From an optimization exercise on the open Yosys and OpenROAD flow, aimed at small area; shortcuts taken in it are not production practice. At most, simulation tests tie the RTL to the original design; equivalence was not proved. No functional check of the RTL was part of runs 2 and 3.

==> flow/design.v <==
`timescale 1ns / 1ps
module snake_game(
    input clk,
    input resetButton,
    input palette,
    input step,
    input up, down, left, right,
    output [3:0]r,
    output [3:0]g,
    output [3:0]b,
    output vsync,
    output hsync,
    output [7:0]anode,
    output wire A,
    output wire B,
    output wire C,
    output wire D,
    output wire E,
    output wire F,
    output wire G,
    output wire [7:0] score_cnt
    );
    reg [5:0] col;    
    reg [4:0] xm;     
    reg [4:0] row;    
    reg [4:0] ym;     
    wire xm_end = (xm == 5'd19);
    always @(posedge clk) begin
        if (resetButton) begin
            col <= 0; xm <= 0; row <= 0; ym <= 0;
        end else begin
            if (xm_end) begin
                xm <= 0;
                if (col == 6'd39) begin
                    col <= 0;
                    if (row == 5'd26 && ym == 5'd4) begin
                        row <= 0; ym <= 0;
                    end else if (ym == 5'd19) begin
                        ym <= 0; row <= row + 1'b1;
                    end else
                        ym <= ym + 1'b1;
                end else
                    col <= col + 1'b1;
            end else
                xm <= xm + 1'b1;
        end
    end
    wire hs_on = ((col > 6'd33) || (col == 6'd33 && xm >= 5'd9)) &&
                 ((col < 6'd38) || (col == 6'd38 && xm <= 5'd4));
    assign hsync = ~hs_on;
    assign vsync = ~(row == 5'd24 && (ym == 5'd17 || ym == 5'd18));
    wire di = (col < 6'd32) && (row < 5'd24);
    reg [3:0] btn_d;           
    reg       pend_v;          
    reg [1:0] pend_c;
    reg       dir_none;        
    reg [1:0] dir_c;           
    wire [3:0] btn = {up, down, left, right};
    wire [3:0] clean = btn & btn_d;
    always @(posedge clk) begin
        btn_d <= btn;
        pend_v <= |clean;
        pend_c <= clean[3] ? 2'b11 : clean[2] ? 2'b10 : clean[1] ? 2'b01 : 2'b00;
        if (resetButton)
            dir_none <= 1'b1;
        else if (pend_v) begin
            dir_none <= 1'b0;
            dir_c <= pend_c;
        end
    end
    reg [4:0] hc, hr;           
    reg [39:0] mv;              
    reg [7:0] score;            
    reg [3:0] dones;            
    reg endgame;
    reg [1:0] delta;            
    reg [4:0] ac, ar;           
    assign score_cnt = score;
    wire restart = resetButton || (step && (endgame || dir_none));
    wire [8:0] nscore = {1'b0, score} + {7'b0, delta};
    wire [3:0] sones = dones + {2'b0, delta};
    wire [3:0] nones = nscore[8] ? {2'b0, nscore[1:0]} :
                       (sones >= 4'd10) ? sones - 4'd10 : sones;
    always @(posedge clk) begin
        if (restart) begin
            hc <= 5'd19; hr <= 5'd14;
            mv[3:0] <= 4'b0000;
            score <= 0;
            dones <= 0;
        end else if (step) begin
            case (dir_c)
                2'b00: hc <= hc + 1'b1;
                2'b01: hc <= hc - 1'b1;
                2'b10: hr <= hr - 1'b1;
                2'b11: hr <= hr + 1'b1;
            endcase
            mv <= {mv[37:0], dir_c};
            score <= nscore[7:0];
            dones <= nones;
        end
    end
    wire [4:0] dx0 = hc - col[4:0];
    wire [4:0] dy0 = hr - row;
    wire [4:0] ux [0:10];
    wire [4:0] uy [0:10];
    assign ux[0] = dx0;
    assign uy[0] = dy0;
    wire [19:0] hit;       
    wire [19:0] bump;      
    wire [19:0] vis;
    genvar i;
    generate
        for (i = 0; i < 20; i = i + 1) begin : vg
            if (i < 2) begin : v0
                assign vis[i] = 1'b1;
            end else begin : v1
                assign vis[i] = (score > i - 2);
            end
        end
        for (i = 0; i < 10; i = i + 1) begin : chain
            wire [1:0] ma = mv[4*i+1:4*i];
            snake_link2 link(.tx(ux[i]), .ty(uy[i]), .ma(ma), .mb(mv[4*i+3:4*i+2]),
                .ox(ux[i+1]), .oy(uy[i+1]));
            wire [4:0] vx = ma[1] ? 5'd0 : (ma[0] ? 5'b11111 : 5'd1);
            wire [4:0] vy = ma[1] ? (ma[0] ? 5'd1 : 5'b11111) : 5'd0;
            assign hit[2*i] = vis[2*i] && (ux[i] == vx) && (uy[i] == vy);
            assign hit[2*i+1] = vis[2*i+1] && (ux[i+1] == 5'd0) && (uy[i+1] == 5'd0);
            assign bump[2*i] = 1'b0;
            assign bump[2*i+1] = vis[2*i+1] && (ux[i+1] == dx0) && (uy[i+1] == dy0);
        end
    endgenerate
    wire border_hit = (hc == 5'd0) || (hc == 5'd31) || (hr == 5'd0) || (hr == 5'd23);
    always @(posedge clk)
        endgame <= border_hit || (|bump);
    reg [4:0] q;
    reg [4:0] c28;    
    reg [4:0] c20;    
    wire eat = (hc == ac) && (hr == ar);
    always @(posedge clk) begin
        if (resetButton || endgame) begin
            ac <= 5'd10; ar <= 5'd12;
            q <= 5'd14; c28 <= 5'd15; c20 <= 5'd3;
            delta <= 0;
        end else begin
            if (q == 5'd28 && c28 == 5'd27 && c20 == 5'd3) begin
                q <= 0; c28 <= 5'd3; c20 <= 5'd3;
            end else begin
                c28 <= (c28 == 5'd30) ? 5'd3 : c28 + 1'b1;
                c20 <= (c20 == 5'd22) ? 5'd3 : c20 + 1'b1;
                if (c28 == 5'd30 && c20 == 5'd22)
                    q <= q + 1'b1;
            end
            delta <= (step ? 2'd0 : delta) + eat;
            if (eat) begin
                ac <= c28;
                ar <= c20;
            end
        end
    end
    wire apple_pix = (col[4:0] == ac) && (row == ar);
    wire head_pix = (dx0 == 5'd0) && (dy0 == 5'd0);
    wire border_pix = (col == 6'd0 && xm < 5'd10) || (col == 6'd31 && xm > 5'd10) ||
                      (row == 5'd0 && ym < 5'd10) || (row == 5'd23 && ym > 5'd10);
    wire grid_pix = (xm == 5'd0) || (ym == 5'd0);
    wire [3:0] code_n;
    snake_colour colour(.di(di), .endgame(endgame), .apple_pix(apple_pix), .head_pix(head_pix),
        .border_pix(border_pix), .grid_pix(grid_pix), .palette(palette), .hit(hit), .code(code_n));
    reg [3:0] code;
    always @(posedge clk) code <= code_n;
    snake_rgb rgbdec(.code(code), .r(r), .g(g), .b(b));
    reg [2:0] refcnt;
    reg [2:0] row5;
    always @(*) begin
        case (row)
            5'd0, 5'd5, 5'd10, 5'd15, 5'd20, 5'd25: row5 = 3'd0;
            5'd1, 5'd6, 5'd11, 5'd16, 5'd21, 5'd26: row5 = 3'd1;
            5'd2, 5'd7, 5'd12, 5'd17, 5'd22: row5 = 3'd2;
            5'd3, 5'd8, 5'd13, 5'd18, 5'd23: row5 = 3'd3;
            default: row5 = 3'd4;
        endcase
    end
    wire tick_line = (row5 == 3'd0 && ym == 5'd12) || (row5 == 3'd1 && ym == 5'd17) ||
                     (row5 == 3'd3 && ym == 5'd2) || (row5 == 3'd4 && ym == 5'd7);
    wire tick = tick_line && col == 6'd19 && xm_end;
    always @(posedge clk)
        if (resetButton) refcnt <= 0;
        else if (tick) refcnt <= refcnt + 1'b1;
    assign anode = ~(8'd1 << refcnt);
    snake_seg7 seg7(.refcnt(refcnt), .score(score), .ones(dones), .seg({A, B, C, D, E, F, G}));
endmodule
module snake_link2(
    input [4:0] tx, ty,
    input [1:0] ma, mb,
    output [4:0] ox, oy
    );
    function [2:0] negvx(input [1:0] m);
        negvx = m[1] ? 3'd0 : (m[0] ? 3'd1 : 3'b111);
    endfunction
    function [2:0] negvy(input [1:0] m);
        negvy = m[1] ? (m[0] ? 3'b111 : 3'd1) : 3'd0;
    endfunction
    wire [2:0] dx = negvx(ma) + negvx(mb);
    wire [2:0] dy = negvy(ma) + negvy(mb);
    assign ox = tx + {{2{dx[2]}}, dx};
    assign oy = ty + {{2{dy[2]}}, dy};
endmodule
module snake_colour(
    input di, endgame, apple_pix, head_pix, border_pix, grid_pix, palette,
    input [19:0] hit,
    output reg [3:0] code
    );
    reg seg_any, fpar;
    reg [1:0] fm3;
    integer k;
    always @(*) begin
        seg_any = 1'b0; fpar = 1'b0; fm3 = 2'd0;
        for (k = 19; k >= 0; k = k - 1)
            if (hit[k]) begin
                seg_any = 1'b1; fpar = k % 2; fm3 = k % 3;
            end
    end
    always @(*) begin
        if (!di) code = 4'd0;
        else if (endgame) code = 4'd1;
        else if (apple_pix) code = palette ? 4'd2 : 4'd3;
        else if (head_pix) code = palette ? 4'd4 : 4'd0;
        else if (seg_any) code = palette ? (fpar ? 4'd6 : 4'd5) :
                                 (fm3 == 2'd0 ? 4'd2 : fm3 == 2'd1 ? 4'd7 : 4'd0);
        else if (border_pix) code = palette ? 4'd8 : 4'd9;
        else if (grid_pix) code = palette ? 4'd10 : 4'd11;
        else code = palette ? 4'd12 : 4'd13;
    end
endmodule
module snake_rgb(
    input [3:0] code,
    output [3:0] r, g, b
    );
    reg [11:0] rgb;
    always @(*)
        case (code)
            4'd0: rgb = 12'h000;  4'd1: rgb = 12'h800;  4'd2: rgb = 12'hF00;  4'd3: rgb = 12'h951;
            4'd4: rgb = 12'hC00;  4'd5: rgb = 12'h690;  4'd6: rgb = 12'h390;  4'd7: rgb = 12'hEE2;
            4'd8: rgb = 12'hB52;  4'd9: rgb = 12'h600;  4'd10: rgb = 12'h136; 4'd11: rgb = 12'h875;
            4'd12: rgb = 12'h060; 4'd13: rgb = 12'hBA6; default: rgb = 12'h000;
        endcase
    assign r = rgb[11:8];
    assign g = rgb[7:4];
    assign b = rgb[3:0];
endmodule
module snake_seg7(
    input [2:0] refcnt,
    input [7:0] score,
    input [3:0] ones,
    output [6:0] seg
    );
    reg [6:0] lit;    
    always @(*) begin
        case (refcnt)
            3'd0: case (ones)
                4'd0: lit = 7'b1111110;
                4'd1: lit = 7'b0110000;
                4'd2: lit = 7'b1101101;
                4'd3: lit = 7'b1111001;
                4'd4: lit = 7'b0110011;
                4'd5: lit = 7'b1011011;
                4'd6: lit = 7'b1011111;
                4'd7: lit = 7'b1110000;
                4'd8: lit = 7'b1111111;
                default: lit = 7'b1111011;
            endcase
            3'd1: begin
                if (score > 8'd59) lit = 7'b1011111;
                else if (score > 8'd49) lit = 7'b1011011;
                else if (score > 8'd39) lit = 7'b0110011;
                else if (score > 8'd29) lit = 7'b1111001;
                else if (score > 8'd19) lit = 7'b1101101;
                else if (score > 8'd9) lit = 7'b0110000;
                else lit = 7'b0000000;
            end
            3'd2: lit = 7'b0000001;
            3'd3: lit = 7'b1001111;
            3'd4: lit = 7'b1000110;
            3'd5: lit = 7'b1111110;
            3'd6: lit = 7'b1001110;
            default: lit = 7'b1011011;
        endcase
    end
    assign seg = ~lit;
endmodule
==> flow/run.sh <==
#!/bin/bash
# synth_recipe.tcl (not shown) runs the flow's synth.tcl, then flattens the netlist and writes it again
# the make line also repeats each setting of config.mk as NAME=value (left out here)
make -C /OpenROAD-flow-scripts/flow DESIGN_CONFIG=/design/flow/config.mk WORK_HOME=/design/flow/orfs CLKGATE_MAP_FILE= SYNTH_SCRIPT=/design/flow/synth_recipe.tcl finish
==> flow/config.mk <==
export PLATFORM = sky130hd
export DESIGN_NAME = snake_game
export DESIGN_NICKNAME = snake_game
export VERILOG_FILES = /design/flow/design.v
export SDC_FILE = /design/flow/constraint.sdc
export NUM_CORES = 4
export LEC_CHECK = 0
export CAP_MARGIN = 20
export CORE_MARGIN = 2
export CORE_UTILIZATION = 40
export PLACE_DENSITY = 0.6
export SLEW_MARGIN = 20
export SYNTH_HIERARCHICAL = 1
==> flow/constraint.sdc <==
create_clock -name core_clock -period 20.0 [get_ports {clk}]
set_input_delay 4.0000 -clock core_clock [delete_from_list [all_inputs] [get_ports {clk}]]
set_output_delay 4.0000 -clock core_clock [all_outputs]
set_load 0.01 [all_outputs]
==> results of run 1 <==
-- Yosys stat by module (local to each module, per instance) --
module	area (um2)	cells	times used	flops+latches
snake_colour	387	64	1	0
snake_rgb	415	53	1	0
snake_seg7	433	67	1	0
snake_game	9350	1025	1	131
snake_link2	368	38	10	0
-- flip-flops by register name (all words and copies together), names as in the netlist, 3 cells and up --
signal,flops
c20,5
dones,4
code,4
hc,5
ym,5
row,5
ac,5
row5,3
hr,5
q,5
refcnt,3
mv,40
col,6
score,8
btn_d,4
ar,5
c28,5
xm,5
-- worst max-delay path by stage --
| stage | depth (start not counted) | from | slack, ns | endpoint |
|---|---|---|---|---|
| after floorplan | 35 | hc[0] | 10.25 | code[2] |
| after global placement | 34 | col[0] | 8.25 | code[1] |
| after detailed placement | 35 | hc[0] | 8.07 | code[1] |
| after CTS | 35 | hc[0] | 8.03 | code[1] |
| after global routing | 33 | col[2] | 7.63 | code[0] |
| final | 33 | col[2] | 8.35 | code[1] |
-- layout make-up --
type                    count  area [um2]
clock inverters            14         150
clock buffers              18         429
flip-flops and latches    131        3000
inverters                 113         424
multi-input cells        1301       10500
fillers                  3399       19700
repair buffers             56         528
well taps                 461         577
-- cells in the mapped netlist, types with 6 or more instances --
cell / count / share of area [%]
a211oi_1: 6 / 0.32
a21o_1: 53 / 2.8
a21oi_1: 79 / 2.8
a21oi_2: 20 / 1.2
a31oi_1: 15 / 0.66
and2_1: 14 / 0.61
and3_1: 15 / 0.66
buf_2: 8 / 0.28
clkbuf_1: 20 / 0.53
dfxtp_1: 93 / 13
edfxtp_1: 38 / 8.0
fa_1: 46 / 6.5
ha_1: 165 / 14
inv_1: 111 / 2.9
mux2i_1: 34 / 2.4
nand2_1: 110 / 2.9
nand2b_1: 18 / 0.79
nand3_1: 31 / 1.1
nand4_1: 39 / 1.7
nor2_1: 92 / 2.4
nor2b_1: 14 / 0.61
nor3_1: 46 / 1.6
nor3b_1: 7 / 0.37
nor4_1: 32 / 1.4
o211ai_1: 7 / 0.37
o21ai_0: 42 / 1.5
o22ai_1: 7 / 0.31
o31ai_1: 6 / 0.32
or2_1: 10 / 0.44
or2_2: 13 / 0.57
or3_1: 12 / 0.53
or4_1: 22 / 1.2
xnor2_1: 139 / 8.5
xnor3_1: 13 / 2.1
xor2_1: 77 / 4.7
-- per-stage QoR --
stage	setup WS [ns]	hold slack (ns)	utilization (%)	instances	instance area (um2)
2_1_floorplan	10.25	0.386	-	1589	14300
3_3_place_gp	8.25	0.390	42.7	2061	15100
3_5_place_dp	8.07	0.391	42.7	2061	15100
4_1_cts	8.03	0.407	44.3	2093	15700
5_1_grt	7.63	0.416	44.3	2094	15700
6_report	8.35	0.404	44.3	2094	15700
-- metal layers --
metal	part of all wire (%)	up-vias	track usage [%]
li1	-	5746	-
met1	48	5564	28.5
met2	46	299	32.5
met3	4.7	43	3.40
met4	2.0	0	6.19
met5	0	-	0
-- worst max-delay path: cells and delay by family (launching register included) --
kind	cells	cell delay, ns
xor gates and xnor gates	11	4.47
adders and majority gates	11	3.96
and+or+nand+nor	7	2.12
DFF	1	0.47
AOI/OAI and AO/OA	3	0.41
buffers and inverters	1	0.16
-- kinds of logic (layout without fill, tap and decap cells) --
| family | Yosys count | count (layout) | share of synthesized area, % |
|---|---|---|---|
| simple gates | 531 | 531 | 20.8 |
| compound gates | 287 | 287 | 13.7 |
| xor+xnor | 231 | 231 | 15.5 |
| fa+ha+maj | 212 | 212 | 21.0 |
| buf+inv | 157 | 201 | 5.03 |
| flops | 131 | 131 | 21.1 |
| mux | 39 | 39 | 2.81 |
| other cells | 1 | 1 | 0.0263 |
==> parameters.txt, run 1 <==
Parameter                              Value

Status
  Status  no timing/DRC/antenna violations

STA
  Max Fclk    ~86 MHz
  Max-slew violation count    0
  Final cycle utilization of the critical path    just under 60%
  Unrepaired setup endpoints after global routing    false
  Transition time of the tightest slew-check pin    between 1 and 1.5 ns
  Setup tns final    0 ns
  Skew final    between 0.015 and 0.02 ns
  Final hold violation count    0
  Setup Viol. Count Final    0
  Tightest slew margin relative to the limit    between 20% and 30%
  Final worst path period need    11.65 ns

Place
  HPWL after detailed placement    roughly 28000 um
  Final weighted congestion of routability-driven global placement    ~0.9
  Port Buffers    43

Hold path
  Worst Min Path Start    pend_c[0]
  Worst-case hold path end point    dir_c[0]
  Min-Delay Path Class    reg -> reg
  Worst hold stages    0

Routing
  Via count of the routed design    11700
  DRC Markers    0
  Post-DR vias/cell    between 5 and 6
  DRT Wirelength    ~37000 um
  Number of nets with antenna violations after routing    0
  Routed length per instance    ~18 um
  Iteration-0 DRC Markers    857
  First-pass iteration count of the detailed router    5

GRT
  Pin count of the biggest net entering global routing    37
  All-Layer GR Usage    approximately a fifth
  Vias in the first global route    11200
  Number of antenna violations at the first check in global routing    0
  First-pass GRT wire length    about 60000 um
  GRT Residual Overflow    0

Floorplanning
  Core area    around 35000 um2
  Count of boundary I/O pins    45
  Initial core utilization    40.4%
  Die Outline Area    around 37000 um2
  Die boundary height    193 um
  Die extent in x    a little under 200 um
  Count of standard-cell rows    slightly below 70

Synth
  Number of instances in the synthesized netlist    between 1500 and 2000
  Primary FF master, synth    dfxtp_1
  Cell area after synthesis    between 10000 and 15000 um2
  Synthesized flop and latch total    between 100 and 150
  Post-synthesis average cell area    8.97 um2
  Count of yosys warnings during synthesis    11
  Async SR Flop Fraction    0%
  Sequential fraction of the synthesis area    a little over a fifth
  Post-synth cell types    between 100 and 150
  Count of flip-flops with a built-in enable after synthesis    38
  Net count after synthesis    ~1800

CTS
  Total setup buffers inserted after CTS    0
  CTS Buffer Depth    2
  Clock Root Buffer    clkbuf_16
  Clock tree from TritonCTS    done
  Hold buffer count at cts    0
  Clock buffer count from CTS    17
  Clock latency of the later-clocked register in the worst-skew pair    roughly 0.44 ns
  H-Tree Depth    4
  Number of cells upsized or downsized after cts    0
  Clock sink total    131
  Clock transition at the registers of the reported paths    roughly 0.070 ns

Critical path
  Flop2flop setup slack    ~8.3 ns
  Data arrival, critical path    approximately 12 ns
  Critical register-to-register path startpoint    col[2]
  Data required time of the worst path    20.37 ns
  Cell at the slowest stage of the critical path    or4_4
  Critical Path Start Type    flip-flop
  Endpoint of the most critical register-to-register path    code[1]
  Slowest cell delay on critical path    around 0.55 ns
  Critical setup path kind    reg -> reg
  Crit path max fanout    7
  Endpoint kind of the worst setup timing path    flip-flop
  Cells on worst reg2reg path    33
  Most Frequent Cell on Critical Path    ha_1

Layout
  Area growth from synthesis to layout    9.80%
  Fraction of final layout cells with drive strength greater than 1    between 7 and 8%
  Antenna diode count    0
  Most frequent cells in the layout    ha_1, xnor2_1, inv_1, nand2_1, dfxtp_1
  Number of nets in the layout    ~1800
  Leading cell type in the layout, fill and taps excluded    ha_1

Job
  Max_cap viols    0
==> run 2, diff against run 1 <==
--- a/flow/design.v
+++ b/flow/design.v
@@ -109,11 +109,16 @@
     wire [19:0] bump;      
-    wire [19:0] vis;
+    wire [10:0] fx0, fxp, fxm, fy0, fyp, fym;
     genvar i;
     generate
-        for (i = 0; i < 20; i = i + 1) begin : vg
-            if (i < 2) begin : v0
-                assign vis[i] = 1'b1;
-            end else begin : v1
-                assign vis[i] = (score > i - 2);
-            end
+        for (i = 0; i < 11; i = i + 1) begin : fl
+            wire xh0 = (ux[i][4:1] == 4'd0);
+            wire xh1 = (ux[i][4:1] == 4'hF);
+            wire yh0 = (uy[i][4:1] == 4'd0);
+            wire yh1 = (uy[i][4:1] == 4'hF);
+            assign fx0[i] = xh0 & ~ux[i][0];
+            assign fxp[i] = xh0 & ux[i][0];
+            assign fxm[i] = xh1 & ux[i][0];
+            assign fy0[i] = yh0 & ~uy[i][0];
+            assign fyp[i] = yh0 & uy[i][0];
+            assign fym[i] = yh1 & uy[i][0];
         end
@@ -123,8 +128,11 @@
                 .ox(ux[i+1]), .oy(uy[i+1]));
-            wire [4:0] vx = ma[1] ? 5'd0 : (ma[0] ? 5'b11111 : 5'd1);
-            wire [4:0] vy = ma[1] ? (ma[0] ? 5'd1 : 5'b11111) : 5'd0;
-            assign hit[2*i] = vis[2*i] && (ux[i] == vx) && (uy[i] == vy);
-            assign hit[2*i+1] = vis[2*i+1] && (ux[i+1] == 5'd0) && (uy[i+1] == 5'd0);
+            assign hit[2*i] = ma[1] ? (fx0[i] & (ma[0] ? fyp[i] : fym[i])) :
+                                      (fy0[i] & (ma[0] ? fxm[i] : fxp[i]));
+            assign hit[2*i+1] = fx0[i+1] & fy0[i+1];
             assign bump[2*i] = 1'b0;
-            assign bump[2*i+1] = vis[2*i+1] && (ux[i+1] == dx0) && (uy[i+1] == dy0);
+            if (i == 0) begin : b0
+                assign bump[1] = (mv[1] == mv[3]) && (mv[0] != mv[2]);
+            end else begin : b1
+                assign bump[2*i+1] = (score > 2*i - 1) && (ux[i+1] == dx0) && (uy[i+1][4:1] == dy0[4:1]);
+            end
         end
@@ -160,3 +168,3 @@
     wire apple_pix = (col[4:0] == ac) && (row == ar);
-    wire head_pix = (dx0 == 5'd0) && (dy0 == 5'd0);
+    wire head_pix = fx0[0] & fy0[0];
     wire border_pix = (col == 6'd0 && xm < 5'd10) || (col == 6'd31 && xm > 5'd10) ||
@@ -166,3 +174,3 @@
     snake_colour colour(.di(di), .endgame(endgame), .apple_pix(apple_pix), .head_pix(head_pix),
-        .border_pix(border_pix), .grid_pix(grid_pix), .palette(palette), .hit(hit), .code(code_n));
+        .border_pix(border_pix), .grid_pix(grid_pix), .palette(palette), .hit(hit), .score(score), .code(code_n));
     reg [3:0] code;
@@ -209,14 +217,17 @@
     input [19:0] hit,
+    input [7:0] score,
     output reg [3:0] code
     );
-    reg seg_any, fpar;
+    reg hit_any, fpar;
     reg [1:0] fm3;
+    reg [4:0] fidx;
     integer k;
     always @(*) begin
-        seg_any = 1'b0; fpar = 1'b0; fm3 = 2'd0;
+        hit_any = 1'b0; fpar = 1'b0; fm3 = 2'd0; fidx = 5'd0;
         for (k = 19; k >= 0; k = k - 1)
             if (hit[k]) begin
-                seg_any = 1'b1; fpar = k % 2; fm3 = k % 3;
-            end
-    end
+                hit_any = 1'b1; fpar = k % 2; fm3 = k % 3; fidx = k;
+            end
+    end
+    wire seg_any = hit_any && (fidx < 5'd2 || {3'b0, fidx} <= score + 8'd1);
     always @(*) begin
==> flow/flow/run.sh (new file) <==
#!/bin/bash
# Layout flow: the standard ORFS flow (standard.sh), with two changes:
#  - ABC maps the logic with an area-oriented script (Yosys, registers and
#    everything else in synthesis unchanged);
#  - ports are buffered with sky130_fd_sc_hd__buf_1.
# Each tool's output goes to orfs/logs/ as usual; make's output to flow.log.
set -euo pipefail
W=$(pwd)
rm -rf "$W/scripts"
cp -r "$FLOW_HOME/scripts" "$W/scripts"
cat > "$W/scripts/abc_speed.script" <<'ABC'
&get -n
&st
&syn2
&dch
&nf -R 1000 -p
&st
&syn2
&dch
&nf -R 1000 -p
&put
ABC
export SCRIPTS_DIR="$W/scripts"
export BUFFER_PORTS_ARGS="-buffer_cell sky130_fd_sc_hd__buf_1"
bash standard.sh > "$W/flow.log" 2>&1
==> flow/standard.sh (new file) <==
#!/bin/bash
# synth_recipe.tcl (not shown) runs the flow's synth.tcl, then flattens the netlist and writes it again
# the make line also repeats each setting of config.mk as NAME=value (left out here)
make -C /OpenROAD-flow-scripts/flow DESIGN_CONFIG=/design/flow/config.mk WORK_HOME=/design/flow/orfs CLKGATE_MAP_FILE= SYNTH_SCRIPT=/design/flow/synth_recipe.tcl "${@:-finish}"
--- a/flow/config.mk
+++ b/flow/config.mk
@@ -10,2 +10,3 @@
 export CORE_UTILIZATION = 40
+export CTS_BUF_LIST = sky130_fd_sc_hd__clkbuf_8
 export PLACE_DENSITY = 0.6
removed: flow/run.sh
==> parameters.txt, run 2 <==
Parameter                              Value

Status
  Status  no timing/DRC/antenna violations (unchanged)

Floorplanning
  Core area    31600 um2 (was 35300 um2)
  Initial core utilization    40.8% (was 40.4%)
  Die Outline Area    33700 um2 (was 37200 um2)
  Die boundary height    184 um (was 193 um)
  Count of boundary I/O pins    45 (unchanged)
  Die extent in x    184 um (was 193 um)
  Count of standard-cell rows    65 (was 69)

Critical path
  Endpoint of the most critical register-to-register path    code[1] (unchanged)
  Most Frequent Cell on Critical Path    ha_1 (unchanged)
  Origin of the worst setup path    row[0] (was col[2])
  Slowest cell delay on critical path    0.53 ns (was 0.55 ns)
  Number of buffer and inverter instances along the worst setup path    3 (was 1)
  Data required time of the worst path    20.42 ns (was 20.37 ns)
  Critical setup path kind    reg -> reg (unchanged)
  Endpoint kind of the worst setup timing path    flip-flop (unchanged)
  Critical Path Start Type    flip-flop (unchanged)
  Critical register-to-register path startpoint    row[0] (was col[2])
  Endpoint of the worst setup timing path    code[1] (unchanged)
  Flop2flop setup slack    6.92 ns (was 8.35 ns)
  Data arrival, critical path    13.50 ns (was 12.03 ns)
  Cell at the slowest stage of the critical path    dfxtp_1 (was or4_4)
  Gate family responsible for the most delay along the worst path    adder cells (was XOR/XNOR gates)
  Cells on worst reg2reg path    55 (was 33)
  Crit path max fanout    8 (was 7)
  Crit. path cell count    55 (was 33)

STA
  Skew final    0.0260 ns (was 0.0154 ns)
  Setup tns final    0 ns (unchanged)
  Final hold violation count    0 (unchanged)
  Final worst path period need    13.08 ns (was 11.65 ns)
  Setup Viol. Count Final    0 (unchanged)
  Final cycle utilization of the critical path    65.4% (was 58.3%)
  Unrepaired setup endpoints after global routing    false (unchanged)
  Max Fclk    76.5 MHz (was 85.8 MHz)
  Tightest slew margin relative to the limit    31.1% (was 29.9%)
  Final worst setup slack    6.92 ns (was 8.35 ns)
  Max-slew violation count    0 (unchanged)
  Transition time of the tightest slew-check pin    1.03 ns (was 1.04 ns)
  Final Hold Slack    0.411 ns (was 0.404 ns)

CTS
  Clock transition at the registers of the reported paths    0.11 ns (was 0.07 ns)
  Clock latency of the later-clocked register in the worst-skew pair    0.49 ns (was 0.44 ns)
  Clock buffer count from CTS    17 (unchanged)
  Clock sink total    131 (unchanged)
  Clock tree from TritonCTS    done (unchanged)
  Hold buffer count at cts    0 (unchanged)
  H-Tree Depth    4 (unchanged)
  CTS Buffer Depth    2 (unchanged)
  Clock Root Buffer    clkbuf_8 (was clkbuf_16)
  Number of cells upsized or downsized after cts    0 (unchanged)
  Total setup buffers inserted after CTS    0 (unchanged)

Hold path
  Worst Min Path Start    pend_c[0] (unchanged)
  Min-Delay Path Class    reg -> reg (unchanged)

Layout
  Filler cell count in the final layout    3135 (was 3399)
  Biggest register    mv (unchanged)
  Area growth from synthesis to layout    9.27% (was 9.80%)
  Leading cell type in the layout, fill and taps excluded    ha_1 (unchanged)
  Utilization after layout    44.6% (was 44.3%)
  Antenna diode count    0 (unchanged)
  Most frequent cells in the layout    ha_1, xnor2_1, a21oi_1, clkinv_1, nand2_1 (was ha_1, xnor2_1, inv_1, nand2_1, dfxtp_1)
  Largest registers    mv: 40 flops, score: 8 flops, col: 6 flops (unchanged)
  Flip-flop count of the largest register, all copies and words added    40 (unchanged)
  Fraction of final layout cells with drive strength greater than 1    3.06% (was 7.41%)
  Post-layout instance area    14100 um2 (was 15700 um2)
  Number of nets in the layout    1780 (was 1839)

GRT
  First-pass GRT wire length    54000 um (was 59900 um)
  Vias in the first global route    10600 (was 11200)
  GRT Residual Overflow    0 (unchanged)
  All-Layer GR Usage    20.0% (was 20.5%)
  Pin count of the biggest net entering global routing    37 (unchanged)
  Number of antenna violations at the first check in global routing    1 (was 0)

Routing
  Iteration-0 DRC Markers    641 (was 857)
  Number of nets with antenna violations after routing    0 (unchanged)
  DRC Markers    0 (unchanged)
  Via count of the routed design    10900 (was 11700)
  Post-DR vias/cell    5.55 (was 5.56)
  DRT Wirelength    32900 um (was 36900 um)
  First-pass iteration count of the detailed router    5 (unchanged)
  Routed length per instance    16.7 um (was 17.6 um)

Place
  Worst setup timing slack at the placement stage    7.22 ns (was 8.07 ns)
  Port Buffers    43 (unchanged)
  HPWL after detailed placement    25300 um (was 28300 um)
  Final weighted congestion of routability-driven global placement    0.829 (was 0.882)
  Post-Place Cell Area    13700 um2 (was 15100 um2)

Synth
  Primary FF master, synth    dfxtp_1 (unchanged)
  Net count after synthesis    1705 (was 1808)
  Count of flip-flops with a built-in enable after synthesis    38 (unchanged)
  Post-synthesis average cell area    8.72 um2 (was 8.97 um2)
  Count of yosys warnings during synthesis    11 (unchanged)
  Synthesized flop and latch total    131 (unchanged)
  Sequential fraction of the synthesis area    23.3% (was 21.1%)
  Most common cell in the netlist    ha_1 (unchanged)
  Synth cell count leaders    ha_1, xnor2_1, a21oi_1 (was ha_1, xnor2_1, inv_1)
  Number of instances in the synthesized netlist    1480 (was 1589)
  Share of the synthesized area in the top cell type    16.6% (was 14.5%)
  Cell area after synthesis    12900 um2 (was 14300 um2)
  Yosys top cell by area    ha_1 (unchanged)
  Post-synth cell types    58 (was 106)
  Async SR Flop Fraction    0% (unchanged)
  Most area-consuming cells after synthesis    ha_1, dfxtp_1, xnor2_1 (unchanged)

Job
  Max_cap viols    0 (unchanged)
==> run 2: worst min path at each step <==
stage / endpoint / slack, ns / cells after the start
3_5_place_dp: dir_c[0] / 0.39 / 0
6_report: dir_c[0] / 0.41 / 0
2_1_floorplan: dir_c[0] / 0.39 / 0
3_3_place_gp: dir_c[1] / 0.39 / 0
5_1_grt: dir_c[0] / 0.42 / 0
4_1_cts: dir_c[0] / 0.41 / 0
==> run 2: final cells by class <==
type	count	area [um2]	share of cell area, %
Multi-Input combinational cell	1235	9480	67.2
Timing Repair Buffer	57	267	1.89
Inverter	113	424	3.01
Tap cell	402	503	3.57
Clock buffer	17	234	1.66
Sequential cell	131	3000	21.3
Clock inverter	15	189	1.34
==> run 2: per-module statistics from Yosys (local to each module, per instance) <==
module | cells | flops+latches | copies in the design
snake_game | 886 | 131 | 1
snake_colour | 105 | 0 | 1
snake_seg7 | 61 | 0 | 1
snake_link2 | 38 | 0 | 10
snake_rgb | 48 | 0 | 1
==> run 2: logic make-up after synthesis <==
logic type | synth area share (%)
compound gates | 17.0
xor+xnor | 14.3
fa+ha+maj | 23.7
buf+inv | 3.35
flops | 23.3
mux | 0.698
other cells | 0.0291
simple gates | 17.6
==> run 2: metrics by stage <==
| step | instances |
|---|---|
| finish | 1970 |
| global route | 1970 |
| CTS | 1970 |
| detailed placement | 1938 |
| global placement | 1938 |
| floorplan | 1480 |
==> run 2: per-layer routing <==
| metal | share of wire (%) | track usage (%) |
|---|---|---|
| met2 | 49 | 34.8 |
| met5 | 0.052 | 0 |
| met1 | 46 | 25.1 |
| met4 | 2.2 | 6.46 |
| met3 | 3.5 | 3.53 |
==> run 3, diff against run 2 <==
--- a/flow/design.v
+++ b/flow/design.v
@@ -26,2 +26,3 @@
     reg [4:0] ym;     
+    reg [2:0] row5;   
     wire xm_end = (xm == 5'd19);
@@ -29,3 +30,3 @@
         if (resetButton) begin
-            col <= 0; xm <= 0; row <= 0; ym <= 0;
+            col <= 0; xm <= 0; row <= 0; ym <= 0; row5 <= 0;
         end else begin
@@ -36,5 +37,6 @@
                     if (row == 5'd26 && ym == 5'd4) begin
-                        row <= 0; ym <= 0;
+                        row <= 0; ym <= 0; row5 <= 0;
                     end else if (ym == 5'd19) begin
                         ym <= 0; row <= row + 1'b1;
+                        row5 <= (row5 == 3'd4) ? 3'd0 : row5 + 1'b1;
                     end else
@@ -135,3 +137,5 @@
             end else begin : b1
-                assign bump[2*i+1] = (score > 2*i - 1) && (ux[i+1] == dx0) && (uy[i+1][4:1] == dy0[4:1]);
+                localparam W = (2*i + 2 < 8) ? 3 : (2*i + 2 < 16) ? 4 : 5;
+                assign bump[2*i+1] = (score > 2*i - 1) && (ux[i+1][W-1:0] == dx0[W-1:0]) &&
+                                     (uy[i+1][W-1:1] == dy0[W-1:1]);
             end
@@ -179,12 +183,2 @@
     reg [2:0] refcnt;
-    reg [2:0] row5;
-    always @(*) begin
-        case (row)
-            5'd0, 5'd5, 5'd10, 5'd15, 5'd20, 5'd25: row5 = 3'd0;
-            5'd1, 5'd6, 5'd11, 5'd16, 5'd21, 5'd26: row5 = 3'd1;
-            5'd2, 5'd7, 5'd12, 5'd17, 5'd22: row5 = 3'd2;
-            5'd3, 5'd8, 5'd13, 5'd18, 5'd23: row5 = 3'd3;
-            default: row5 = 3'd4;
-        endcase
-    end
     wire tick_line = (row5 == 3'd0 && ym == 5'd12) || (row5 == 3'd1 && ym == 5'd17) ||
@@ -233,11 +227,11 @@
     always @(*) begin
-        if (!di) code = 4'd0;
-        else if (endgame) code = 4'd1;
-        else if (apple_pix) code = palette ? 4'd2 : 4'd3;
-        else if (head_pix) code = palette ? 4'd4 : 4'd0;
-        else if (seg_any) code = palette ? (fpar ? 4'd6 : 4'd5) :
-                                 (fm3 == 2'd0 ? 4'd2 : fm3 == 2'd1 ? 4'd7 : 4'd0);
-        else if (border_pix) code = palette ? 4'd8 : 4'd9;
-        else if (grid_pix) code = palette ? 4'd10 : 4'd11;
-        else code = palette ? 4'd12 : 4'd13;
+        if (!di) code = 4'd8;
+        else if (endgame) code = 4'd9;
+        else if (apple_pix) code = palette ? 4'd0 : 4'd1;
+        else if (head_pix) code = palette ? 4'd4 : 4'd8;
+        else if (seg_any) code = palette ? (fpar ? 4'd13 : 4'd12) :
+                                 (fm3 == 2'd0 ? 4'd0 : fm3 == 2'd1 ? 4'd11 : 4'd8);
+        else if (border_pix) code = palette ? 4'd2 : 4'd10;
+        else if (grid_pix) code = palette ? 4'd15 : 4'd3;
+        else code = palette ? 4'd7 : 4'd5;
     end
@@ -251,6 +245,17 @@
         case (code)
-            4'd0: rgb = 12'h000;  4'd1: rgb = 12'h800;  4'd2: rgb = 12'hF00;  4'd3: rgb = 12'h951;
-            4'd4: rgb = 12'hC00;  4'd5: rgb = 12'h690;  4'd6: rgb = 12'h390;  4'd7: rgb = 12'hEE2;
-            4'd8: rgb = 12'hB52;  4'd9: rgb = 12'h600;  4'd10: rgb = 12'h136; 4'd11: rgb = 12'h875;
-            4'd12: rgb = 12'h060; 4'd13: rgb = 12'hBA6; default: rgb = 12'h000;
+            4'd0: rgb = 12'hF00;
+            4'd1: rgb = 12'h951;
+            4'd2: rgb = 12'hB52;
+            4'd3: rgb = 12'h875;
+            4'd4: rgb = 12'hC00;
+            4'd5: rgb = 12'hBA6;
+            4'd7: rgb = 12'h060;
+            4'd8: rgb = 12'h000;
+            4'd9: rgb = 12'h800;
+            4'd10: rgb = 12'h600;
+            4'd11: rgb = 12'hEE2;
+            4'd12: rgb = 12'h690;
+            4'd13: rgb = 12'h390;
+            4'd15: rgb = 12'h136;
+            default: rgb = 12'h000;
         endcase
--- a/flow/flow/run.sh
+++ b/flow/flow/run.sh
@@ -1,6 +1,7 @@
 #!/bin/bash
-# Layout flow: the standard ORFS flow (standard.sh), with two changes:
+# Layout flow: the standard ORFS flow (standard.sh), with these changes:
 #  - ABC maps the logic with an area-oriented script (Yosys, registers and
 #    everything else in synthesis unchanged);
-#  - ports are buffered with sky130_fd_sc_hd__buf_1.
+#  - ports are buffered with sky130_fd_sc_hd__buf_1;
+#  - clock tree: clkbuf_8 buffers, no dummy loads.
 # Each tool's output goes to orfs/logs/ as usual; make's output to flow.log.
@@ -24,2 +25,3 @@
 export BUFFER_PORTS_ARGS="-buffer_cell sky130_fd_sc_hd__buf_1"
+export CTS_ARGS="-sink_clustering_enable -repair_clock_nets -dont_use_dummy_load -buf_list sky130_fd_sc_hd__clkbuf_8"
 bash standard.sh > "$W/flow.log" 2>&1
--- a/flow/config.mk
+++ b/flow/config.mk
@@ -10,3 +10,3 @@
 export CORE_UTILIZATION = 40
-export CTS_BUF_LIST = sky130_fd_sc_hd__clkbuf_8
+export GPL_TIMING_DRIVEN = 0
 export PLACE_DENSITY = 0.6
==> parameters.txt, run 3 <==
Parameter                              Value

STA
  Final hold violation count    0 (unchanged)
  Tightest slew margin relative to the limit    33.6% (was 31.1%)
  Final worst path period need    13.46 ns (was 13.08 ns)
  Transition time of the tightest slew-check pin    0.994 ns (was 1.03 ns)
  Max-slew violation count    0 (unchanged)
  Final cycle utilization of the critical path    67.3% (was 65.4%)
  Skew final    0.0292 ns (was 0.0260 ns)
  Unrepaired setup endpoints after global routing    false (unchanged)
  Final Hold Slack    0.393 ns (was 0.411 ns)
  Setup tns final    0 ns (unchanged)
  Max Fclk    74.3 MHz (was 76.5 MHz)
  Final worst setup slack    6.54 ns (was 6.92 ns)
  Setup Viol. Count Final    0 (unchanged)

Critical path
  Most Frequent Cell on Critical Path    nor2_1 (was ha_1)
  Crit path max fanout    13 (was 8)
  Cells on worst reg2reg path    50 (was 55)
  Endpoint of the most critical register-to-register path    code[3] (was code[1])
  Critical Path Start Type    flip-flop (unchanged)
  Critical setup path kind    reg -> reg (unchanged)
  Slowest cell delay on critical path    1.15 ns (was 0.53 ns)
  Critical register-to-register path startpoint    row[0] (unchanged)
  Flop2flop setup slack    6.54 ns (was 6.92 ns)
  Cell at the slowest stage of the critical path    fa_1 (was dfxtp_1)
  Endpoint kind of the worst setup timing path    flip-flop (unchanged)
  Data required time of the worst path    20.35 ns (was 20.42 ns)
  Data arrival, critical path    13.81 ns (was 13.50 ns)

Place
  HPWL after detailed placement    23600 um (was 25300 um)
  Port Buffers    43 (unchanged)
  Post-Place Cell Area    13300 um2 (was 13700 um2)
  Worst setup timing slack at the placement stage    6.61 ns (was 7.22 ns)
  Final weighted congestion of routability-driven global placement    0.826 (was 0.829)
  Cell Count Post-Placement    1881 (was 1938)

Synth
  Synth cell count leaders    ha_1, xnor2_1, a21oi_1 (unchanged)
  Most area-consuming cells after synthesis    ha_1, dfxtp_1, edfxtp_1 (was ha_1, dfxtp_1, xnor2_1)
  Sequential fraction of the synthesis area    24.0% (was 23.3%)
  Synthesized flop and latch total    131 (unchanged)
  Share of the synthesized area in the top cell type    16.4% (was 16.6%)
  Count of yosys warnings during synthesis    11 (unchanged)
  Post-synth cell types    59 (was 58)
  Count of flip-flops with a built-in enable after synthesis    38 (unchanged)
  Post-synthesis average cell area    8.75 um2 (was 8.72 um2)
  Primary FF master, synth    dfxtp_1 (unchanged)
  Net count after synthesis    1651 (was 1705)
  Cell area after synthesis    12500 um2 (was 12900 um2)
  Most common cell in the netlist    ha_1 (unchanged)
  Yosys top cell by area    ha_1 (unchanged)
  Async SR Flop Fraction    0% (unchanged)
  Number of instances in the synthesized netlist    1433 (was 1480)

CTS
  H-Tree Depth    4 (unchanged)
  Clock Root Buffer    clkbuf_8 (unchanged)
  Clock sink total    131 (unchanged)
  Clock transition at the registers of the reported paths    0.08 ns (was 0.11 ns)
  Clock latency of the later-clocked register in the worst-skew pair    0.48 ns (was 0.49 ns)
  CTS Buffer Depth    2 (unchanged)
  Number of cells upsized or downsized after cts    0 (unchanged)
  Hold buffer count at cts    0 (unchanged)
  Total setup buffers inserted after CTS    0 (unchanged)
  Clock buffer count from CTS    17 (unchanged)
  Clock tree from TritonCTS    done (unchanged)

Layout
  Number of nets in the layout    1722 (was 1780)
  Most frequent cells in the layout    ha_1, xnor2_1, a21oi_1, nor2_1, nand2_1 (was ha_1, xnor2_1, a21oi_1, clkinv_1, nand2_1)
  Antenna diode count    0 (unchanged)
  Area growth from synthesis to layout    8.09% (was 9.27%)
  Utilization after layout    44.1% (was 44.6%)
  Post-layout instance area    13500 um2 (was 14100 um2)
  Number of standard cells in the final layout excluding fillers    1898 (was 1970)
  Leading cell type in the layout, fill and taps excluded    ha_1 (unchanged)
  Biggest register    mv (unchanged)
  Largest registers    mv: 40 flops, score: 8 flops, col: 6 flops (unchanged)
  Flip-flop count of the largest register, all copies and words added    40 (unchanged)
  Fraction of final layout cells with drive strength greater than 1    2.26% (was 3.06%)

Hold path
  Worst hold stages    0 (unchanged)
  Worst Min Path Start    pend_c[0] (unchanged)
  Min-Delay Path Class    reg -> reg (unchanged)
  Worst-case hold path end point    dir_c[0] (unchanged)

Floorplanning
  Initial core utilization    40.8% (about the same)
  Die boundary height    181 um (was 184 um)
  Die extent in x    181 um (was 184 um)
  Count of boundary I/O pins    45 (unchanged)
  Die Outline Area    32800 um2 (was 33700 um2)
  Core area    30700 um2 (was 31600 um2)
  Count of standard-cell rows    64 (was 65)

GRT
  Vias in the first global route    10300 (was 10600)
  Pin count of the biggest net entering global routing    25 (was 37)
  Number of antenna violations at the first check in global routing    0 (was 1)
  All-Layer GR Usage    19.0% (was 20.0%)
  GRT Residual Overflow    0 (unchanged)
  First-pass GRT wire length    50900 um (was 54000 um)

Routing
  DRT Wirelength    30000 um (was 32900 um)
  Via count of the routed design    10400 (was 10900)
  Iteration-0 DRC Markers    565 (was 641)
  Post-DR vias/cell    5.48 (was 5.55)
  Number of nets with antenna violations after routing    0 (unchanged)
  First-pass iteration count of the detailed router    5 (unchanged)
  Routed length per instance    15.8 um (was 16.7 um)
  DRC Markers    0 (unchanged)

Status
  Status  no timing/DRC/antenna violations (unchanged)

Job
  Max_cap viols    0 (unchanged)
run 3: worst max-delay path by stage:
stage / from / endpoint / slack (ns)
global route: row[0] / code[3] / 5.59
finish: row[0] / code[3] / 6.54
global placement: row[0] / code[3] / 5.92
CTS: row[0] / code[3] / 6.50
floorplan: hr[0] / code[3] / 9.01
detailed placement: row[0] / code[3] / 6.61
run 3: metal layers:
metal	up-vias	wire [um]	global-route usage, %
met5	-	0	0
met4	0	440	4.81
met3	29	1030	3.35
met2	175	14400	33.0
met1	4932	14100	24.5
li1	5259	-	-
run 3: area by class of cell:
cell class	count	area, um2
multi-input cells	1199	9180
plain buffers	1	7.51
repair buffers	52	243
fillers	3055	17200
clock buffers	17	234
flip-flops and latches	131	3000
well taps	396	495
inverters	102	383
run 3: cells by family (layout without fill, tap and decap cells):
kind of cell    Yosys count  in the layout  synth area share [%]
compound gates          309            309                  15.3
simple gates            465            465                  18.8
buf+inv                 103            172                  3.12
mux                       9              9                 0.719
fa+ha+maj               210            210                  23.7
flops                   131            131                  24.0
xor+xnor                205            205                  14.3
other cells               1              1                0.0299
run 3: critical path, delay by kind of cell (launching register included):
kind	cells	cell delay (ns)
buffers and inverters	1	0.09
adders and majority gates	13	5.41
xor gates and xnor gates	9	3.33
and+or+nand+nor	17	2.41
AOI/OAI and AO/OA	10	1.59
DFF	1	0.48
run 3: per-module statistics from Yosys (local to each module, per instance):
module,flip-flops and latches,times used
snake_link2,0,10
snake_seg7,0,1
snake_colour,0,1
snake_game,131,1
snake_rgb,0,1
==> run 4, diff against run 3 <==
--- a/flow/design.v
+++ b/flow/design.v
@@ -103,11 +103,14 @@
     end
-    wire [4:0] dx0 = hc - col[4:0];
-    wire [4:0] dy0 = hr - row;
-    wire [4:0] ux [0:10];
-    wire [4:0] uy [0:10];
-    assign ux[0] = dx0;
-    assign uy[0] = dy0;
+    wire [5:0] dx6 = {1'b0, hc} - col;
+    wire [5:0] dy6 = {1'b0, hr} - {1'b0, row};
+    wire [5:0] dp = dx6 + dy6;
+    wire [5:0] dq = dx6 - dy6;
+    wire rp = dp[0];
+    wire [4:0] cp [0:10];
+    wire [4:0] cq [0:10];
+    assign cp[0] = dp[5:1];
+    assign cq[0] = dq[5:1];
     wire [19:0] hit;       
     wire [19:0] bump;      
-    wire [10:0] fx0, fxp, fxm, fy0, fyp, fym;
+    wire [10:0] fp0, fp1, fq0, fq1;
     genvar i;
@@ -115,12 +118,6 @@
         for (i = 0; i < 11; i = i + 1) begin : fl
-            wire xh0 = (ux[i][4:1] == 4'd0);
-            wire xh1 = (ux[i][4:1] == 4'hF);
-            wire yh0 = (uy[i][4:1] == 4'd0);
-            wire yh1 = (uy[i][4:1] == 4'hF);
-            assign fx0[i] = xh0 & ~ux[i][0];
-            assign fxp[i] = xh0 & ux[i][0];
-            assign fxm[i] = xh1 & ux[i][0];
-            assign fy0[i] = yh0 & ~uy[i][0];
-            assign fyp[i] = yh0 & uy[i][0];
-            assign fym[i] = yh1 & uy[i][0];
+            assign fp0[i] = (cp[i] == 5'd0);
+            assign fp1[i] = (cp[i] == 5'h1F);
+            assign fq0[i] = (cq[i] == 5'd0);
+            assign fq1[i] = (cq[i] == 5'h1F);
         end
@@ -128,7 +125,6 @@
             wire [1:0] ma = mv[4*i+1:4*i];
-            snake_link2 link(.tx(ux[i]), .ty(uy[i]), .ma(ma), .mb(mv[4*i+3:4*i+2]),
-                .ox(ux[i+1]), .oy(uy[i+1]));
-            assign hit[2*i] = ma[1] ? (fx0[i] & (ma[0] ? fyp[i] : fym[i])) :
-                                      (fy0[i] & (ma[0] ? fxm[i] : fxp[i]));
-            assign hit[2*i+1] = fx0[i+1] & fy0[i+1];
+            snake_link2 link(.tp(cp[i]), .tq(cq[i]), .ma(ma), .mb(mv[4*i+3:4*i+2]),
+                .op(cp[i+1]), .oq(cq[i+1]));
+            assign hit[2*i] = rp & ((ma[1] == ma[0]) ? fp0[i] : fp1[i]) & (ma[0] ? fq1[i] : fq0[i]);
+            assign hit[2*i+1] = ~rp & fp0[i+1] & fq0[i+1];
             assign bump[2*i] = 1'b0;
@@ -137,5 +133,5 @@
             end else begin : b1
-                localparam W = (2*i + 2 < 8) ? 3 : (2*i + 2 < 16) ? 4 : 5;
-                assign bump[2*i+1] = (score > 2*i - 1) && (ux[i+1][W-1:0] == dx0[W-1:0]) &&
-                                     (uy[i+1][W-1:1] == dy0[W-1:1]);
+                localparam W = (i + 1 < 4) ? 2 : (i + 1 < 8) ? 3 : 4;
+                assign bump[2*i+1] = (score > 2*i - 1) && (cp[i+1][W-1:0] == cp[0][W-1:0]) &&
+                                     (cq[i+1][W-1:0] == cq[0][W-1:0]);
             end
@@ -172,3 +168,3 @@
     wire apple_pix = (col[4:0] == ac) && (row == ar);
-    wire head_pix = fx0[0] & fy0[0];
+    wire head_pix = ~rp & fp0[0] & fq0[0];
     wire border_pix = (col == 6'd0 && xm < 5'd10) || (col == 6'd31 && xm > 5'd10) ||
@@ -193,16 +189,20 @@
 module snake_link2(
-    input [4:0] tx, ty,
+    input [4:0] tp, tq,
     input [1:0] ma, mb,
-    output [4:0] ox, oy
+    output [4:0] op, oq
     );
-    function [2:0] negvx(input [1:0] m);
-        negvx = m[1] ? 3'd0 : (m[0] ? 3'd1 : 3'b111);
-    endfunction
-    function [2:0] negvy(input [1:0] m);
-        negvy = m[1] ? (m[0] ? 3'b111 : 3'd1) : 3'd0;
+    function [4:0] incdec(input [4:0] x, input e, input s);
+        integer j;
+        reg c;
+        begin
+            c = e;
+            for (j = 0; j < 5; j = j + 1) begin
+                incdec[j] = x[j] ^ c;
+                c = c & ~(x[j] ^ s);
+            end
+        end
     endfunction
-    wire [2:0] dx = negvx(ma) + negvx(mb);
-    wire [2:0] dy = negvy(ma) + negvy(mb);
-    assign ox = tx + {{2{dx[2]}}, dx};
-    assign oy = ty + {{2{dy[2]}}, dy};
+    wire pa = (ma[1] == ma[0]), pb = (mb[1] == mb[0]);
+    assign op = incdec(tp, pa == pb, ~pa);
+    assign oq = incdec(tq, ma[0] == mb[0], ma[0]);
 endmodule
--- a/flow/flow/run.sh
+++ b/flow/flow/run.sh
@@ -5,3 +5,3 @@
 #  - ports are buffered with sky130_fd_sc_hd__buf_1;
-#  - clock tree: clkbuf_8 buffers, no dummy loads.
+#  - clock tree: clkbuf_8 buffers in clusters of up to 40 flip-flops, no dummy loads.
 # Each tool's output goes to orfs/logs/ as usual; make's output to flow.log.
@@ -25,3 +25,3 @@
 export BUFFER_PORTS_ARGS="-buffer_cell sky130_fd_sc_hd__buf_1"
-export CTS_ARGS="-sink_clustering_enable -repair_clock_nets -dont_use_dummy_load -buf_list sky130_fd_sc_hd__clkbuf_8"
+export CTS_ARGS="-sink_clustering_enable -repair_clock_nets -dont_use_dummy_load -buf_list sky130_fd_sc_hd__clkbuf_8 -sink_clustering_size 40 -sink_clustering_max_diameter 150"
 bash standard.sh > "$W/flow.log" 2>&1
--- a/flow/config.mk
+++ b/flow/config.mk
@@ -7,3 +7,3 @@
 export LEC_CHECK = 0
-export CAP_MARGIN = 20
+export CAP_MARGIN = 0
 export CORE_MARGIN = 2
@@ -12,3 +12,3 @@
 export PLACE_DENSITY = 0.6
-export SLEW_MARGIN = 20
+export SLEW_MARGIN = 0
 export SYNTH_HIERARCHICAL = 1
==> parameters.txt, run 4 <==
Parameter                              Value

Floorplanning
  Count of boundary I/O pins    45 (unchanged)
  Initial core utilization    40.8% (about the same)
  Count of standard-cell rows    62 (was 64)
  Die extent in x    175 um (was 181 um)
  Core area    28800 um2 (was 30700 um2)
  Die boundary height    175 um (was 181 um)
  Die Outline Area    30700 um2 (was 32800 um2)

Hold path
  Min-Delay Path Class    reg -> reg (unchanged)

Layout
  Fraction of final layout cells with drive strength greater than 1    1.95% (was 2.26%)
  Leading cell type in the layout, fill and taps excluded    xnor2_1 (was ha_1)
  Utilization after layout    44.2% (was 44.1%)
  Filler cell count in the final layout    2899 (was 3055)
  Area growth from synthesis to layout    8.44% (was 8.09%)
  Number of standard cells in the final layout excluding fillers    1924 (was 1898)
  Most frequent cells in the layout    xnor2_1, nand2_1, nor2_1, xor2_1, a21oi_1 (was ha_1, xnor2_1, a21oi_1, nor2_1, nand2_1)
  Biggest register    mv (unchanged)
  Number of nets in the layout    1634 (was 1722)
  Flip-flop count of the largest register, all copies and words added    40 (unchanged)
  Largest registers    mv: 40 flops, score: 8 flops, col: 6 flops (unchanged)
  Antenna diode count    0 (unchanged)

Critical path
  Data arrival, critical path    14.95 ns (was 13.81 ns)
  Critical setup path kind    reg -> reg (unchanged)
  Most Frequent Cell on Critical Path    xnor2_1 (was nor2_1)
  Crit path max fanout    13 (unchanged)
  Data required time of the worst path    20.34 ns (was 20.35 ns)
  Cell at the slowest stage of the critical path    fa_1 (unchanged)
  Critical Path Start Type    flip-flop (unchanged)
  Endpoint kind of the worst setup timing path    flip-flop (unchanged)
  Slowest cell delay on critical path    1.20 ns (was 1.15 ns)

CTS
  Total setup buffers inserted after CTS    0 (unchanged)
  Clock Root Buffer    clkbuf_8 (unchanged)
  CTS Buffer Depth    2 (unchanged)
  Clock latency of the later-clocked register in the worst-skew pair    0.46 ns (was 0.48 ns)
  Clock sink total    131 (unchanged)
  Clock tree from TritonCTS    done (unchanged)
  Clock buffer count from CTS    17 (unchanged)
  H-Tree Depth    4 (unchanged)
  Number of cells upsized or downsized after cts    0 (unchanged)
  Clock transition at the registers of the reported paths    0.09 ns (was 0.08 ns)
  Hold buffer count at cts    0 (unchanged)

Synth
  Share of the synthesized area in the top cell type    15.9% (was 16.4%)
  Primary FF master, synth    dfxtp_1 (unchanged)
  Complex-gate fraction of the synthesized area    14.3% (was 15.3%)
  Most area-consuming cells after synthesis    dfxtp_1, xnor2_1, edfxtp_1 (was ha_1, dfxtp_1, edfxtp_1)
  Adder-cell share of the synthesized area    9.46% (was 23.7%)
  Cell area after synthesis    11700 um2 (was 12500 um2)
  Async SR Flop Fraction    0% (unchanged)
  Synthesized flop and latch total    131 (unchanged)
  Yosys top cell by area    dfxtp_1 (was ha_1)
  Synth cell count leaders    xnor2_1, nand2_1, nor2_1 (was ha_1, xnor2_1, a21oi_1)
  Count of flip-flops with a built-in enable after synthesis    38 (unchanged)
  Post-synthesis average cell area    7.96 um2 (was 8.75 um2)
  Xor/xnor cell area share of the yosys netlist    21.5% (was 14.3%)
  Count of yosys warnings during synthesis    11 (unchanged)
  Combinational family with the most area after synthesis    simple AND/OR/NAND/NOR gates (was adder cells)
  Sequential fraction of the synthesis area    25.6% (was 24.0%)
  Number of instances in the synthesized netlist    1474 (was 1433)
  Multiplexer share of the synthesized area    1.45% (was 0.719%)
  Post-synth cell types    56 (was 59)
  Area fraction in and, or, nand and nor cells after synthesis    25.1% (was 18.8%)
  Net count after synthesis    1566 (was 1651)
  Most common cell in the netlist    xnor2_1 (was ha_1)

STA
  Transition time of the tightest slew-check pin    1.10 ns (was 0.994 ns)
  Max-slew violation count    0 (unchanged)
  Final cycle utilization of the critical path    73.1% (was 67.3%)
  Final hold violation count    0 (unchanged)
  Final worst path period need    14.62 ns (was 13.46 ns)
  Setup Viol. Count Final    0 (unchanged)
  Skew final    0.0239 ns (was 0.0292 ns)
  Unrepaired setup endpoints after global routing    false (unchanged)
  Setup tns final    0 ns (unchanged)
  Max Fclk    68.4 MHz (was 74.3 MHz)
  Tightest slew margin relative to the limit    26.4% (was 33.6%)

GRT
  Pin count of the biggest net entering global routing    27 (was 25)
  Number of antenna violations at the first check in global routing    0 (unchanged)
  All-Layer GR Usage    19.7% (was 19.0%)
  First-pass GRT wire length    49400 um (was 50900 um)
  Vias in the first global route    9875 (was 10300)
  GRT Residual Overflow    0 (unchanged)

Routing
  Post-DR vias/cell    5.47 (was 5.48)
  Routed length per instance    15.4 um (was 15.8 um)
  Iteration-0 DRC Markers    613 (was 565)
  DRT Wirelength    29600 um (was 30000 um)
  Number of nets with antenna violations after routing    0 (unchanged)
  DRC Markers    0 (unchanged)
  First-pass iteration count of the detailed router    5 (unchanged)
  Via count of the routed design    10500 (was 10400)

Place
  Port Buffers    43 (unchanged)
  Cell Count Post-Placement    1907 (was 1881)
  HPWL after detailed placement    22500 um (was 23600 um)
  Final weighted congestion of routability-driven global placement    0.844 (was 0.826)

Job
  Max_cap viols    0 (unchanged)

Status
  Status  no timing/DRC/antenna violations (unchanged)
## run 4: cell types whose count changed after synthesis, moves of 15 or more
cell,before,now
a21o_1,54,16
a21oi_1,113,98
clkinv_1,102,79
fa_1,46,8
ha_1,164,76
nand2_1,107,139
nand3_1,42,64
nor2_1,108,139
nor3_1,39,72
or3_1,4,30
or4_1,21,3
xnor2_1,123,178
xor2_1,82,110
## run 4: metrics by stage
stage / setup WS [ns] / instance area (um2) / hold slack [ns]
after CTS: 5.46 / 12700 / 0.397
final: 5.38 / 12700 / 0.392
after global routing: 3.94 / 12700 / 0.400
after detailed placement: 5.51 / 12500 / 0.389
after global placement: 5.73 / 12400 / 0.391
after floorplan: 8.42 / 11700 / 0.386
## run 4: layout make-up
| cell class | count | area, um2 | area share [%] |
|---|---|---|---|
| well taps | 384 | 480 | 3.77 |
| repair buffers | 49 | 241 | 1.90 |
| multi-input cells | 1263 | 8470 | 66.5 |
| inverters | 79 | 297 | 2.33 |
| clock buffers | 17 | 234 | 1.84 |
| plain buffers | 1 | 7.51 | 0.0590 |
| flip-flops and latches | 131 | 3000 | 23.6 |
## run 4: logic make-up (layout without fill, tap and decap cells)
group	after synthesis	after routing
flops	131	131
other cells	1	1
xor+xnor	288	288
mux	17	17
compound gates	276	276
simple gates	597	597
buf+inv	80	146
fa+ha+maj	84	84
## run 4: worst max-delay path, delay by kind of cell, from the launching register on
kind	cells	cell delay, ns
AO/OA/AOI/OAI	10	1.51
XOR/XNOR	19	7.13
adder cells (fa/ha/maj)	4	2.21
buffers and inverters	2	0.59
flip-flops	1	0.47
AND/OR/NAND/NOR	18	2.54
## run 4: modules after synthesis, one instance, submodules excluded
module / cells inside / area [um2] / copies in the design / flip-flops and latches
snake_colour: 110 / 627 / 1 / 0
snake_game: 918 / 8110 / 1 / 131
snake_link2: 35 / 243 / 10 / 0
snake_rgb: 32 / 200 / 1 / 0
snake_seg7: 64 / 372 / 1 / 0
## run 4: final timing paths
path	startpoint	to	slack (ns)	cells after the start
max reg2reg	hc[0]	code[3]	5.38	53
max	hc[0]	code[3]	5.38	53
min	pend_c[0]	dir_c[0]	0.39	0
min reg2reg	pend_c[0]	dir_c[0]	0.39	0
## run 4: metal layers
| layer | share of wire, % | wire length [um] | global-route usage (%) |
|---|---|---|---|
| met4 | 1.6 | 464 | 5.42 |
| met5 | 0 | 0 | 0 |
| met2 | 47 | 13800 | 32.9 |
| met1 | 48 | 14300 | 26.2 |
| met3 | 3.6 | 1050 | 3.20 |

static timing again, ports no longer ideal:
The results above use ideal ports. As a check the final layouts listed here were re-extracted and re-timed, cells and wires unchanged.
Step 1 (the two cells are an assumption about what drives the block):
set clk [get_ports {clk}]
set_driving_cell -lib_cell sky130_fd_sc_hd__clkbuf_16 $clk
set_driving_cell -lib_cell sky130_fd_sc_hd__buf_2 [delete_from_list [all_inputs] $clk]
Step 2 moves the port delays by t, midway between the first and last clock arrival at a register: inputs arrive t later, outputs are due t later. That takes back most of the time a late clock gives input paths.
Slacks: ideal / step 1 / step 2; pairs: ideal / step 1.
| run | shift t [ns] | setup slack, ns | hold WS [ns] | worst setup path at the end | clock arrival spread, ns |
|---|---|---|---|---|---|
| run 1 | 0.487 | 8.346 / 8.346 / 8.346 | 0.404 / 0.404 / 0.404 | register to register | 0.016 / 0.016 |
| run 2 | 0.529 | 6.924 / 6.924 / 6.924 | 0.411 / 0.411 / 0.411 | register to register | 0.026 / 0.026 |
| run 3 | 0.510 | 6.541 / 6.541 / 6.541 | 0.393 / 0.393 / 0.393 | register to register | 0.037 / 0.038 |
| run 4 | 0.497 | 5.384 / 5.384 / 5.384 | 0.392 / 0.392 / 0.392 | register to register | 0.036 / 0.036 |
After both steps every run listed still meets setup and hold.
